What follows belongs to an exercise in optimizing a design on an open flow for small area; a production flow would make more cautious choices. Only simulation tests tie the RTL to the original design; equivalence was not proved. The clock port is modelled as an ideal driver; clocking choices that lean on that would not hold on a real chip. Power is estimated from default activity; no workload was simulated.

// all_modules
module all_modules
  (
  input TMBsig,
  input DTMBsig,
  input LAYERsig,
  input DTWHOLEsig,
  input RESET_INsig,
  input SIGM_INsig,
  input ID_INsig,
  input [1:0] XBAR_ADDRsig,
  input [5:0] AXsig,
  input [5:0] AYsig,
  input CEBsig,
  input RSTBsig,
  input WEBsig,
  input CMEBsig,
  input DINsig,
  input [63:0] CM_WLsig,
  input CD_TRANSsig,
  input [1:0] KERNEL_MODEsig,
  input [1:0] inputsig_control,
  input [11:0] inputsig_address,
  input [7:0] inputsig_id,
  input [63:0] inputsig_data_c,
  input [1:0] inputsig_xbar_address,
  input inputsig_data_w,
  input inputsig_flag,
  input [3:0] inputsig_sigmoid_threshold,
  input [1:0] inputsig_kernel_mode, 
  input inputsig_CD_trans,
  input CLK,
  input RESET,
  input [11:0] xb0_DO_CM, xb1_DO_CM, xb2_DO_CM, xb3_DO_CM,
  input xb0_DO_R, xb1_DO_R, xb2_DO_R, xb3_DO_R,
  output xb0_DIN, xb1_DIN, xb2_DIN, xb3_DIN,
  output [5:0] xb0_AX, xb1_AX, xb2_AX, xb3_AX,
  output [5:0] xb0_AY, xb1_AY, xb2_AY, xb3_AY,
  output xb0_WEB, xb1_WEB, xb2_WEB, xb3_WEB,
  output xb0_CMEB, xb1_CMEB, xb2_CMEB, xb3_CMEB,
  output [63:0] xb0_WL_CM, xb1_WL_CM, xb2_WL_CM, xb3_WL_CM,
  output xb0_CEB, xb1_CEB, xb2_CEB, xb3_CEB,
  output xb0_RSTB, xb1_RSTB, xb2_RSTB, xb3_RSTB,
  output reg [11:0] DO_CMpo,
  output reg DO_Rpo,
  output [7:0] output_id_2,
  output [63:0] output_data_c_2,
  output [1:0] output_control_2,
  output [11:0] output_address_2,
  output [1:0] output_xbar_address_2,
  output output_data_w_2,
  output output_data_r_2,
  output output_flag_2, 
  output [3:0] output_sigmoid_threshold_2
);
==> flow/config.mk <==
export PLATFORM = sky130hd
export DESIGN_NAME = all_modules
export DESIGN_NICKNAME = all_modules
export VERILOG_FILES = /design/flow/design.v
export SDC_FILE = /design/flow/constraint.sdc
export NUM_CORES = 4
export LEC_CHECK = 0
export CAP_MARGIN = 20
export CORE_MARGIN = 2
export CORE_UTILIZATION = 65
export CTS_BUF_LIST = sky130_fd_sc_hd__clkbuf_8
export CTS_CLUSTER_DIAMETER = 50
export CTS_CLUSTER_SIZE = 18
export PLACE_DENSITY = 0.75
export SLEW_MARGIN = 20
==> flow/constraint.sdc <==
create_clock -name core_clock -period 10.0 [get_ports {CLK}]
set_input_delay 2.0000 -clock core_clock [delete_from_list [all_inputs] [get_ports {CLK}]]
set_output_delay 2.0000 -clock core_clock [all_outputs]
set_load 0.01 [all_outputs]
standard.sh (not shown) runs the stock make flow with config.mk's settings and CLKGATE_MAP_FILE= SYNTH_SCRIPT=/design/flow/synth_recipe.tcl, a recipe that flattens the netlist after the stock synthesis.
==> flow/flow/run.sh <==
#!/bin/bash
# Layout flow: the standard flow (standard.sh), with two changes:
#  - the clock inverter that synthesis puts in front of the (falling-edge) registers is not
#    cloned next to every register; CTS buffers the inverted clock net instead
#  - ports are buffered with sky130_fd_sc_hd__buf_1
set -euo pipefail
HERE=$(pwd)
export PRE_CTS_TCL="$HERE/flow/pre_cts.tcl"
export BUFFER_PORTS_ARGS="${BUFFER_PORTS_ARGS_OVERRIDE:--buffer_cell sky130_fd_sc_hd__buf_1}"
bash standard.sh > "$HERE/standard_flow.log" 2>&1
==> flow/flow/pre_cts.tcl <==
# Keep the single clock inverter: CTS then builds the tree on the inverted clock net.
proc repair_clock_inverters {args} {
  puts "repair_clock_inverters: skipped by the version's flow"
}
Rerun with:
--- a/flow/config.mk
+++ b/flow/config.mk
@@ -9,7 +9,6 @@
 export CORE_MARGIN = 2
 export CORE_UTILIZATION = 65
-export CTS_BUF_LIST = sky130_fd_sc_hd__clkbuf_8
-export CTS_CLUSTER_DIAMETER = 50
-export CTS_CLUSTER_SIZE = 18
+export CTS_CLUSTER_DIAMETER = 45
+export CTS_CLUSTER_SIZE = 36
 export PLACE_DENSITY = 0.75
 export SLEW_MARGIN = 20
What happened: Core utilization climbs by 2.6 points. Global-route usage climbs by 0.99 points. Critical path depth does not change. Final area climbs by 3.5%. Setup slack loses 0.028 ns. First-iteration DRC count climbs by 2.2%. Hold slack loses 0.014 ns. Total power climbs by 16%. Combinational power stays flat. Clock-buffer cell count climbs by 44. Synthesized area stays the same.


Setup of v29:
all_modules, a different RTL version from the one above (not shown whole).
For scale: about 4200 cells after synthesis, roughly 1400 flip-flops, ~680 I/O pins, about 51000 um^2 of cells after synthesis.
==> flow/config.mk <==
export PLATFORM = sky130hd
export DESIGN_NAME = all_modules
export DESIGN_NICKNAME = all_modules
export VERILOG_FILES = /design/flow/design.v
export SDC_FILE = /design/flow/constraint.sdc
export NUM_CORES = 4
export LEC_CHECK = 0
export CAP_MARGIN = 20
export CORE_MARGIN = 2
export CORE_UTILIZATION = 58
export PLACE_DENSITY = 0.7
export SLEW_MARGIN = 20
==> flow/constraint.sdc <==
create_clock -name core_clock -period 10.0 [get_ports {CLK}]
set_input_delay 2.0000 -clock core_clock [delete_from_list [all_inputs] [get_ports {CLK}]]
set_output_delay 2.0000 -clock core_clock [all_outputs]
set_load 0.01 [all_outputs]
==> flow/flow/run.sh <==
#!/bin/bash
# Layout flow: the standard flow (standard.sh), with two changes:
#  - the clock inverter that synthesis puts in front of the (falling-edge) registers is not
#    cloned next to every register; CTS buffers the inverted clock net instead
#  - ports are buffered with sky130_fd_sc_hd__buf_1
set -euo pipefail
HERE=$(pwd)
export PRE_CTS_TCL="$HERE/flow/pre_cts.tcl"
export BUFFER_PORTS_ARGS="${BUFFER_PORTS_ARGS_OVERRIDE:--buffer_cell sky130_fd_sc_hd__buf_1}"
export CTS_ARGS="-sink_clustering_enable -repair_clock_nets -sink_clustering_size 18 -sink_clustering_max_diameter 50 -buf_list sky130_fd_sc_hd__clkbuf_8 -dont_use_dummy_load"
bash standard.sh > "$HERE/standard_flow.log" 2>&1
Scripts as last shown in full above: flow/flow/pre_cts.tcl
### v29 -> v48
- PLACE_DENSITY changed from 0.7 to 0.75
- CORE_UTILIZATION changed from 58 to 65
==> flow/flow/run.sh <==
#!/bin/bash
# Layout flow: the standard flow (standard.sh), with two changes:
#  - the clock inverter that synthesis puts in front of the (falling-edge) registers is not
#    cloned next to every register; CTS buffers the inverted clock net instead
#  - ports are buffered with sky130_fd_sc_hd__buf_1
set -euo pipefail
HERE=$(pwd)
export PRE_CTS_TCL="$HERE/flow/pre_cts.tcl"
export BUFFER_PORTS_ARGS="${BUFFER_PORTS_ARGS_OVERRIDE:--buffer_cell sky130_fd_sc_hd__buf_1}"
export CTS_ARGS="-sink_clustering_enable -repair_clock_nets -sink_clustering_size 18 -sink_clustering_max_diameter 56 -buf_list sky130_fd_sc_hd__clkbuf_8 -dont_use_dummy_load"
bash standard.sh > "$HERE/standard_flow.log" 2>&1
Findings:
- v48 vs v29: global routing met1 resource utilization up in v48
- In v48, the leakage power figure came out 0.84% below the value in v29.
- Reported for v48 and v29, flip-flop and latch count turned out identical to the last digit.
- Looking at final worst setup slack, v48 sits 0.098 ns lower than v29 does.
- Route | v48 vs v29 | wire longer in v48
## Diff of input files: v59 against v48
==> flow/flow/run.sh <==
#!/bin/bash
# Layout flow: the standard flow (standard.sh), with two changes:
#  - the clock inverter that synthesis puts in front of the (falling-edge) registers is not
#    cloned next to every register; CTS buffers the inverted clock net instead
#  - ports are buffered with sky130_fd_sc_hd__buf_1
set -euo pipefail
HERE=$(pwd)
export PRE_CTS_TCL="$HERE/flow/pre_cts.tcl"
export BUFFER_PORTS_ARGS="${BUFFER_PORTS_ARGS_OVERRIDE:--buffer_cell sky130_fd_sc_hd__buf_1}"
export CTS_ARGS="-sink_clustering_enable -repair_clock_nets -sink_clustering_size 18 -sink_clustering_max_diameter 50 -buf_list sky130_fd_sc_hd__clkbuf_8 -dont_use_dummy_load"
bash standard.sh > "$HERE/standard_flow.log" 2>&1
--- outcome ---
- v59: full flow OK, the timing, design-rule and antenna checks passed
- Delta (v59 minus v48): growth of design area from synthesis to finish moved up; core utilization climbed 0.27 points; total non-filler cell area in the finished layout increased by 0.38% relative to the old numbers.


Another version of the RTL of all_modules (not shown whole).
Size in the first run: ~4,200 cells after synthesis, roughly 1,500 flip-flops.
==> flow/config.mk <==
export PLATFORM = sky130hd
export DESIGN_NAME = all_modules
export DESIGN_NICKNAME = all_modules
export VERILOG_FILES = /design/flow/design.v
export SDC_FILE = /design/flow/constraint.sdc
export NUM_CORES = 4
export LEC_CHECK = 0
export CAP_MARGIN = 20
export CORE_MARGIN = 2
export CORE_UTILIZATION = 65
export PLACE_DENSITY = 0.75
export SLEW_MARGIN = 20
==> flow/constraint.sdc <==
create_clock -name core_clock -period 10.0 [get_ports {CLK}]
set_input_delay 2.0000 -clock core_clock [delete_from_list [all_inputs] [get_ports {CLK}]]
set_output_delay 2.0000 -clock core_clock [all_outputs]
set_load 0.01 [all_outputs]
==> flow/flow/run.sh <==
#!/bin/bash
# Layout flow: the standard flow (standard.sh), with two changes:
#  - the clock inverter that synthesis puts in front of the (falling-edge) registers is not
#    cloned next to every register; CTS buffers the inverted clock net instead
#  - ports are buffered with sky130_fd_sc_hd__buf_1
set -euo pipefail
HERE=$(pwd)
export PRE_CTS_TCL="$HERE/flow/pre_cts.tcl"
export BUFFER_PORTS_ARGS="${BUFFER_PORTS_ARGS_OVERRIDE:--buffer_cell sky130_fd_sc_hd__buf_1}"
export CTS_ARGS="-sink_clustering_enable -repair_clock_nets -sink_clustering_size 18 -sink_clustering_max_diameter 50 -buf_list sky130_fd_sc_hd__clkbuf_8 -dont_use_dummy_load"
bash standard.sh > "$HERE/standard_flow.log" 2>&1
Scripts as last shown in full above: flow/flow/pre_cts.tcl
The starting point went through all stages and came out clean.
Edit:
--- a/flow/config.mk
+++ b/flow/config.mk
@@ -8 +8 @@
-export CAP_MARGIN = 20
+export CAP_MARGIN = 0
@@ -12 +12 @@
-export SLEW_MARGIN = 20
+export SLEW_MARGIN = 0
Result: Clock skew is about the same; synthesized cell count does not change; worst hold slack hardly moves.
